This design comes from an exercise in tuning for small area on the open sky130 flow, not from production work.
At most, simulation tests tie the RTL to the original design; equivalence was not proved.
Power is estimated from default activity; no workload was simulated.

==> inputs of 02-06 <==
==> flow/design.v (excerpt) <==
module Graficos(
    input [1:0] Contador_pos_f,
    input [1:0] Contador_pos_h,
    input [1:0] Contador_pos_cr,
    input bit_alarma,
    input [23:0] ALARMA,
    input [7:0] DIR_DATO,
    input [3:0] POSICION,
    input READ,
    input P_FECHA,
    input P_HORA,
    input P_CRONO,
    input reloj,
    input resetM,
    output reg H_Syncreg,
    output reg V_Syncreg,
    output [3:0] R,
    output [3:0] G,
    output [3:0] B
    );
export LEC_CHECK = 0
export ABC_AREA = 1
export CAP_MARGIN = 20
export CORE_MARGIN = 2
export CORE_UTILIZATION = 25
export PLACE_DENSITY = 0.35
export SLEW_MARGIN = 20
export SYNTH_MEMORY_MAX_BITS = 262144
create_clock -name core_clock -period 10.0 [get_ports {reloj}]
standard.sh (not shown) runs the stock make flow with config.mk's settings and CLKGATE_MAP_FILE= SYNTH_SCRIPT=/design/flow/synth_recipe.tcl, a recipe that flattens the netlist after the stock synthesis.
==> flow/flow/run.sh <==
#!/bin/bash
# Layout flow: the standard flow (standard.sh, unchanged synthesis), with the input and
# output ports buffered by the smallest buffer, sky130_fd_sc_hd__buf_1, and clock tree synthesis
# without dummy loads. The full output of the flow goes to standard.log.
set -e
export BUFFER_PORTS_ARGS="-buffer_cell sky130_fd_sc_hd__buf_1"
export CTS_ARGS="-sink_clustering_enable -repair_clock_nets -dont_use_dummy_load"
bash standard.sh > standard.log 2>&1
==> 07-19: changes against 02-06 <==
--- a/flow/design.v
+++ b/flow/design.v
@@ -165,54 +165,41 @@
         cambio <= 1'b1;
       else if (!bit_alarma)
         cambio <= 1'b0;
     end
   end
   wire BF = bit_alarma ? apix : (spix | npix);
   wire Bordes = B123 | BVH;
-  reg [2:0] color;
-  reg [2:0] rgb;
+  reg [11:0] color;
+  reg [11:0] rgb;
   always @(posedge reloj) begin
     if (resetM)
-      color <= 3'd0;
+      color <= 12'h000;
     else if (!E)
-      color <= 3'd0;
+      color <= 12'h000;
     else if (!bit_alarma)
       case ({Bordes, BF, CamCo})
-        3'b000, 3'b001: color <= 3'd1;
-        3'b010: color <= 3'd2;
-        3'b011: color <= 3'd7;
-        3'b100, 3'b101: color <= 3'd3;
-        default: color <= 3'd0;
+        3'b000, 3'b001: color <= 12'h001;
+        3'b010: color <= 12'h063;
+        3'b011: color <= 12'hcfc;
+        3'b100, 3'b101: color <= 12'h066;
+        default: color <= 12'h000;
       endcase
     else
       case ({BVH, BF, cambio})
-        3'b000, 3'b011, 3'b101: color <= 3'd6;
-        3'b001, 3'b010, 3'b100: color <= 3'd5;
+        3'b000, 3'b011, 3'b101: color <= 12'hfff;
+        3'b001, 3'b010, 3'b100: color <= 12'h007;
         default: ;
       endcase
     if (!resetM)
       rgb <= color;
   end
-  reg [11:0] rgbv;
-  always @* begin
-    case (rgb)
-      3'd1: rgbv = 12'h001;
-      3'd2: rgbv = 12'h063;
-      3'd7: rgbv = 12'hcfc;
-      3'd3: rgbv = 12'h066;
-      3'd6: rgbv = 12'hfff;
-      3'd5: rgbv = 12'h007;
-      3'd0: rgbv = 12'h000;
-      default: rgbv = 12'h000;
-    endcase
-  end
-  assign R = rgbv[11:8];
-  assign G = rgbv[7:4];
-  assign B = rgbv[3:0];
+  assign R = rgb[11:8];
+  assign G = rgb[7:4];
+  assign B = rgb[3:0];
 endmodule
 module s_fn(input [9:0] Qh, input [9:0] Qv, input st, output o);
   wire w_new_n100;
   wire w_new_n1000;
   wire w_new_n1001;
   wire w_new_n1002;
   wire w_new_n1003;
==> flow/run.sh (new file) <==
#!/bin/bash
# synth_recipe.tcl (not shown) runs the flow's synth.tcl, then flattens the netlist and writes it again
# the make line also repeats each setting of config.mk as NAME=value (left out here)
make -C /OpenROAD-flow-scripts/flow DESIGN_CONFIG=/design/flow/config.mk WORK_HOME=/design/flow/orfs CLKGATE_MAP_FILE= SYNTH_SCRIPT=/design/flow/synth_recipe.tcl finish
removed: flow/flow/run.sh
removed: flow/standard.sh
==> run notes <==
Flip-flop and latch count: 02-06 is lower than 07-19 (6).
In 02-06 the combinational power is smaller than in 07-19, by about 10%.
In 02-06 the final cell count is larger than in 07-19, by about 1.3%.
Between 02-06 and 07-19, the lower synthesized area is in 07-19 (gap about 1.3%, measured against 07-19).
Against 07-19, the utilization of 02-06 is lower by 0.82 points.
Only the layout flow was run in 02-06; the RTL was not checked for function there.

==> run F <==
Another version of the RTL of Graficos (not shown whole).
clock: 10.0 ns
lec_check: 0
abc_area: 1
cap_margin: 20
core_margin: 2
core_utilization: 25
place_density: 0.35
slew_margin: 20
synth_memory_max_bits: 262144
==> flow/flow/run.sh <==
#!/bin/bash
# Layout flow: the standard flow (standard.sh, unchanged synthesis), with the input and
# output ports buffered by the smallest buffer, sky130_fd_sc_hd__buf_1, and clock tree synthesis
# without dummy loads. The full output of the flow goes to standard.log.
set -e
export BUFFER_PORTS_ARGS="-buffer_cell sky130_fd_sc_hd__buf_1"
export CTS_ARGS="-sink_clustering_enable -repair_clock_nets -dont_use_dummy_load"
bash standard.sh > standard.log 2>&1
==> run B (differences from run F) <==
==> flow/flow/run.sh (replaced) <==
#!/bin/bash
# Layout flow: the standard flow (standard.sh) with three changes:
#  - synthesis maps the logic with an area-oriented ABC script (flow/abc_area.script, used
#    through ABC_AREA=1) in place of ORFS's abc_area.script; registers are untouched;
#  - input and output ports are buffered with the smallest buffer, sky130_fd_sc_hd__buf_1;
#  - clock tree synthesis inserts no dummy loads.
# The full output of the flow goes to standard.log.
set -e
SD=$PWD/orfs_scripts
rm -rf "$SD"
cp -r "$FLOW_HOME/scripts" "$SD"
cp flow/abc_area.script "$SD/abc_area.script"
export SCRIPTS_DIR="$SD"
export BUFFER_PORTS_ARGS="-buffer_cell sky130_fd_sc_hd__buf_1"
export CTS_ARGS="-sink_clustering_enable -repair_clock_nets -dont_use_dummy_load"
bash standard.sh > standard.log 2>&1
==> flow/flow/abc_area.script (new file) <==
strash
&get -n
&dch -f
&nf -p -F 10 -A 4 -R 1000
&put
==> qor summary <==
                                                                                   run B                    run F
Number of nets in the layout                                                        2828                     3343
Number of standard cells in the layout, taps in and fillers out                     3683                     4271
Layout cells sized above 1                                                         7.24%                    7.48%
Pwr/cell area                                                                71.3 nW/um2              68.8 nW/um2
End of the worst register-to-register path                                      color[1]                 color[0]
Internal power                                                                 0.00109 W                0.00108 W
Final setup margin                                                               1.53 ns                  2.60 ns
Average vias per placed instance                                                    7.06                     6.37
Leakage dissipation                                                              7.01 nW                  9.02 nW
Maximum achievable frequency                                                   0.118 GHz                0.135 GHz
Result of the run                                                complete, no violations  complete, no violations
Placer Congestion                                                                   1.11                     1.18
Share of Yosys cell area claimed by the top area cell type                         16.4%                    14.9%
Pwr Total                                                                      0.00146 W                0.00147 W
Number of diodes added for antenna fixing                                             32                        6
First-pass GRT wire length                                                     210000 um                221000 um
Fraction of the yosys area taken by sequential cells                               24.0%                    21.7%
WL/cell                                                                          41.8 um                  38.4 um
Synthesized area                                                               17400 um2                19200 um2
Setup slack on the worst flop-to-flop path                                       1.53 ns                  2.60 ns
No functional check of the RTL was part of any run of this note.

==> afterwards: timing with drivers on the ports <==
The flow's constraints put no driver on any port. The routed layouts listed below were extracted and timed again, unchanged, in two steps.
Step 1 sets driving cells, clkbuf_16 on the clock port and buf_2 on the other inputs (assumed; they add their load-dependent delay and slew).
Step 2 adds t to the input delays and takes it off the output delays; t is the mean of the earliest and latest rising clock arrival at the registers after step 1. Input paths then give back, and output paths get back, about the clock's delay inside the block.
Three values: no drivers, after step 1, after step 2; two values: the first two.
run	t, ns	setup slack, ns	clock arrival spread, ns
02-06	0.481	2.065 / 2.065 / 2.065	0.029 / 0.029
07-19	0.534	1.629 / 1.629 / 1.629	0.058 / 0.057
run F	0.494	2.603 / 2.603 / 2.603	0.050 / 0.051
run B	0.506	1.525 / 1.525 / 1.525	0.038 / 0.038
After both steps every run listed still meets setup and hold.
